What follows belongs to an exercise in optimizing a design on an open flow for small area and a short achievable clock period; a production flow would make more cautious choices.
Function was checked by simulation only, so behaviour that the tests miss may differ from the original.
Power figures rest on the tool's default switching activity, not on a simulated workload.

==> job 6081: inputs <==
==> flow/design.v (excerpt) <==
module sqrt_16s (
    input         clk,
    input  [15:0] data_i,
    input         vld_i,
    output [15:0] data_o,
    output        vld_o
);
    function [6:0] tbl3;
        input [5:0] v;
        case (v)
            6'd0: tbl3 = {3'd0, 4'd0};
            6'd1: tbl3 = {3'd1, 4'd0};
            6'd2: tbl3 = {3'd1, 4'd1};
            6'd3: tbl3 = {3'd1, 4'd2};
            6'd4: tbl3 = {3'd2, 4'd0};
            6'd5: tbl3 = {3'd2, 4'd1};
            6'd6: tbl3 = {3'd2, 4'd2};
            6'd7: tbl3 = {3'd2, 4'd3};
            6'd8: tbl3 = {3'd2, 4'd4};
            6'd9: tbl3 = {3'd3, 4'd0};
            6'd10: tbl3 = {3'd3, 4'd1};
            6'd11: tbl3 = {3'd3, 4'd2};
            6'd12: tbl3 = {3'd3, 4'd3};
            6'd13: tbl3 = {3'd3, 4'd4};
            6'd14: tbl3 = {3'd3, 4'd5};
            6'd15: tbl3 = {3'd3, 4'd6};
            6'd16: tbl3 = {3'd4, 4'd0};
            6'd17: tbl3 = {3'd4, 4'd1};
            6'd18: tbl3 = {3'd4, 4'd2};
            6'd19: tbl3 = {3'd4, 4'd3};
            6'd20: tbl3 = {3'd4, 4'd4};
            6'd21: tbl3 = {3'd4, 4'd5};
            6'd22: tbl3 = {3'd4, 4'd6};
            6'd23: tbl3 = {3'd4, 4'd7};
            6'd24: tbl3 = {3'd4, 4'd8};
            6'd25: tbl3 = {3'd5, 4'd0};
            6'd26: tbl3 = {3'd5, 4'd1};
            6'd27: tbl3 = {3'd5, 4'd2};
            6'd28: tbl3 = {3'd5, 4'd3};
            6'd29: tbl3 = {3'd5, 4'd4};
            6'd30: tbl3 = {3'd5, 4'd5};
            6'd31: tbl3 = {3'd5, 4'd6};
            6'd32: tbl3 = {3'd5, 4'd7};
            6'd33: tbl3 = {3'd5, 4'd8};
            6'd34: tbl3 = {3'd5, 4'd9};
            6'd35: tbl3 = {3'd5, 4'd10};
            6'd36: tbl3 = {3'd6, 4'd0};
            6'd37: tbl3 = {3'd6, 4'd1};
            6'd38: tbl3 = {3'd6, 4'd2};
  ...
export LEC_CHECK = 0
export ABC_AREA = 1
export CAP_MARGIN = 20
export CORE_MARGIN = 2
export CORE_UTILIZATION = 40
export SETUP_SLACK_MARGIN = 1.2
export SLEW_MARGIN = 20
create_clock -name core_clock -period 3.0 [get_ports {clk}]
standard.sh (not shown) runs the stock make flow with config.mk's settings and CLKGATE_MAP_FILE= SYNTH_SCRIPT=/design/flow/synth_recipe.tcl, a recipe that flattens the netlist after the stock synthesis.
==> flow/flow/run.sh <==
#!/bin/bash
# The standard layout, with buf_2 port buffers and a clock tree without dummy loads.
bash standard.sh \
  "BUFFER_PORTS_ARGS=-buffer_cell sky130_fd_sc_hd__buf_2" \
  "CTS_ARGS=-sink_clustering_enable -repair_clock_nets -dont_use_dummy_load -buf_list sky130_fd_sc_hd__clkbuf_8 -sink_clustering_size 14 -sink_clustering_max_diameter 50" \
  finish > standard.log 2>&1
==> inputs of job 7884, as changes to job 6081 <==
==> flow/config.mk (replaced) <==
export PLATFORM = sky130hd
export DESIGN_NAME = sqrt_16s
export DESIGN_NICKNAME = sqrt_16s
export VERILOG_FILES = /design/flow/design.v
export SDC_FILE = /design/flow/constraint.sdc
export NUM_CORES = 4
export LEC_CHECK = 0
export ABC_AREA = 1
export CAP_MARGIN = 20
export CORE_MARGIN = 2
export CORE_UTILIZATION = 60
export SETUP_SLACK_MARGIN = 1.1
export SLEW_MARGIN = 20
==> inputs of job 2409, as changes to job 6081 <==
--- a/flow/design.v
+++ b/flow/design.v
@@ -74,18 +74,26 @@
             6'd63: tbl3 = {3'd7, 4'd14};
             default: tbl3 = 7'bx;
         endcase
     endfunction
     wire [6:0] t3 = tbl3(data_i[15:10]);
     wire [2:0] q3 = t3[6:4];
     wire [3:0] r3 = t3[3:0];
     wire [9:0] x3 = data_i[9:0];
-    wire [5:0] a4 = {r3, x3[9:8]};
-    wire [5:0] b4 = {1'b0, q3, 2'b01};
+    reg  [2:0] q_r3;
+    always @(posedge clk) q_r3 <= q3;
+    reg  [3:0] r_r3;
+    always @(posedge clk) r_r3 <= r3;
+    reg  [9:0] x_r3;
+    always @(posedge clk) x_r3 <= x3;
+    reg  [0:0] v_r3;
+    always @(posedge clk) v_r3 <= vld_i;
+    wire [5:0] a4 = {r_r3, x_r3[9:8]};
+    wire [5:0] b4 = {1'b0, q_r3, 2'b01};
     wire [5:0] g4_0 = ~a4 & b4;
     wire [5:0] p4_0 = ~a4 | b4;
     wire g4_1_1 = g4_0[1] | (p4_0[1] & g4_0[0]);
     wire p4_1_1 = p4_0[1] & p4_0[0];
     wire g4_1_3 = g4_0[3] | (p4_0[3] & g4_0[2]);
     wire p4_1_3 = p4_0[3] & p4_0[2];
     wire g4_1_5 = g4_0[5] | (p4_0[5] & g4_0[4]);
     wire p4_1_5 = p4_0[5] & p4_0[4];
@@ -95,26 +103,26 @@
     wire p4_5_5 = p4_1_5 & p4_2_3;
     wire g4_6_2 = g4_0[2] | (p4_0[2] & g4_1_1);
     wire p4_6_2 = p4_0[2] & p4_1_1;
     wire g4_6_4 = g4_0[4] | (p4_0[4] & g4_2_3);
     wire p4_6_4 = p4_0[4] & p4_2_3;
     wire s4 = g4_5_5;
     wire [4:0] c4 = {g4_2_3, g4_6_2, g4_1_1, g4_0[0], 1'b0};
     wire [4:0] r4 = a4[4:0] ^ ({5{~s4}} & (b4[4:0] ^ c4));
-    wire [3:0] q4 = {q3, ~s4};
-    wire [7:0] x4 = x3[7:0];
+    wire [3:0] q4 = {q_r3, ~s4};
+    wire [7:0] x4 = x_r3[7:0];
     reg  [3:0] q_r4;
     always @(posedge clk) q_r4 <= q4;
     reg  [4:0] r_r4;
     always @(posedge clk) r_r4 <= r4;
     reg  [7:0] x_r4;
     always @(posedge clk) x_r4 <= x4;
     reg  [0:0] v_r4;
-    always @(posedge clk) v_r4 <= vld_i;
+    always @(posedge clk) v_r4 <= v_r3;
     wire [6:0] a5 = {r_r4, x_r4[7:6]};
     wire [6:0] b5 = {1'b0, q_r4, 2'b01};
     wire [6:0] g5_0 = ~a5 & b5;
     wire [6:0] p5_0 = ~a5 | b5;
     wire g5_1_1 = g5_0[1] | (p5_0[1] & g5_0[0]);
     wire p5_1_1 = p5_0[1] & p5_0[0];
     wire g5_1_3 = g5_0[3] | (p5_0[3] & g5_0[2]);
     wire p5_1_3 = p5_0[3] & p5_0[2];
==> flow/flow/run.sh (replaced) <==
#!/bin/bash
# The standard layout, with buf_2 port buffers and a clock tree without dummy loads.
bash standard.sh \
  "BUFFER_PORTS_ARGS=-buffer_cell sky130_fd_sc_hd__buf_2" \
  "CTS_ARGS=-sink_clustering_enable -repair_clock_nets -dont_use_dummy_load -buf_list sky130_fd_sc_hd__clkbuf_8 -sink_clustering_size 20 -sink_clustering_max_diameter 60" \
  finish > standard.log 2>&1
==> out/results.ini <==
[run_status]
status=complete, no violations

[logic_synthesis]
synth_compound_area_share_pct=7.74
syn_avg_cell_area_um2=7.88

[finish]
final.clkbuf_count=29
multiInputGateArea_um2=5040

[global_route]
grt_pass1_vias=7952

[clocking]
cts_setup_buffers=0
cts_resized=3
clock_latency_ps=570

[place]
place.gp.congestion=0.814

[power]
powerComb_mw=7.46
pwr-share-clk_pct=12.6

[min_path]
min_from=data_i[4]

[drt]
first_iter_violations=253

[floorplanning]
core_area_um2=18600

[sta]
finalWorstSetupSlack_ps=1210

# the run above: job 7884

==> out/results.ini <==
[run_status]
status=complete, no violations

[drt]
first_iter_violations=289

[global_route]
grt_pass1_vias=8013

[finish]
final.clkbuf_count=28
multiInputGateArea_um2=5190

[logic_synthesis]
syn_avg_cell_area_um2=7.88

[min_path]
min_from=data_i[6]

[clocking]
cts_resized=9
clock_latency_ps=550

[sta]
finalWorstSetupSlack_ps=1250

# the run above: job 6081

==> out/results.ini <==
[logic_synthesis]
synth_compound_area_share_pct=8.03
syn_avg_cell_area_um2=8.10

[clocking]
tritoncts=done
cts_resized=4
cts_setup_buffers=0
clock_latency_ps=550

[place]
place.gp.congestion=0.826

[power]
pwr-share-clk_pct=11.2
powerComb_mw=8.00

[finish]
multiInputGateArea_um2=5120
final.clkbuf_count=23

[drt]
first_iter_violations=322

[min_path]
min_from=data_i[0]

[run_status]
status=complete, no violations

[sta]
finalWorstSetupSlack_ps=1250

[floorplanning]
core_area_um2=28800

# the run above: job 2409

==> separate check: timing with driven ports <==
Ports are ideal in the flow. The routed layouts listed here were re-timed in OpenROAD.
Step 1: set_driving_cell puts a clkbuf_16 on clk and a buf_2 on each other input, an assumption about the parent block.
Step 2 moves the port delays by t, midway between the first and last clock arrival at a register: inputs arrive t later, outputs are due t later. That takes back most of the time a late clock gives input paths.
Slacks: no drivers / after step 1 / after step 2; pairs: no drivers / after step 1.
run	shift t [ns]	setup slack, ns	slew at the worst register clock pin (ns)
job 6081	0.575	1.249 / 1.250 / 0.701	0.09 / 0.09
job 7884	0.583	1.213 / 1.213 / 0.719	0.08 / 0.08
job 2409	0.576	1.254 / 1.254 / 1.254	0.11 / 0.11
After both steps every run listed still meets setup and hold. For job 6081, which loses most, drivers alone change the setup slack by +0.001 ns; drivers and shift together by -0.548 ns.
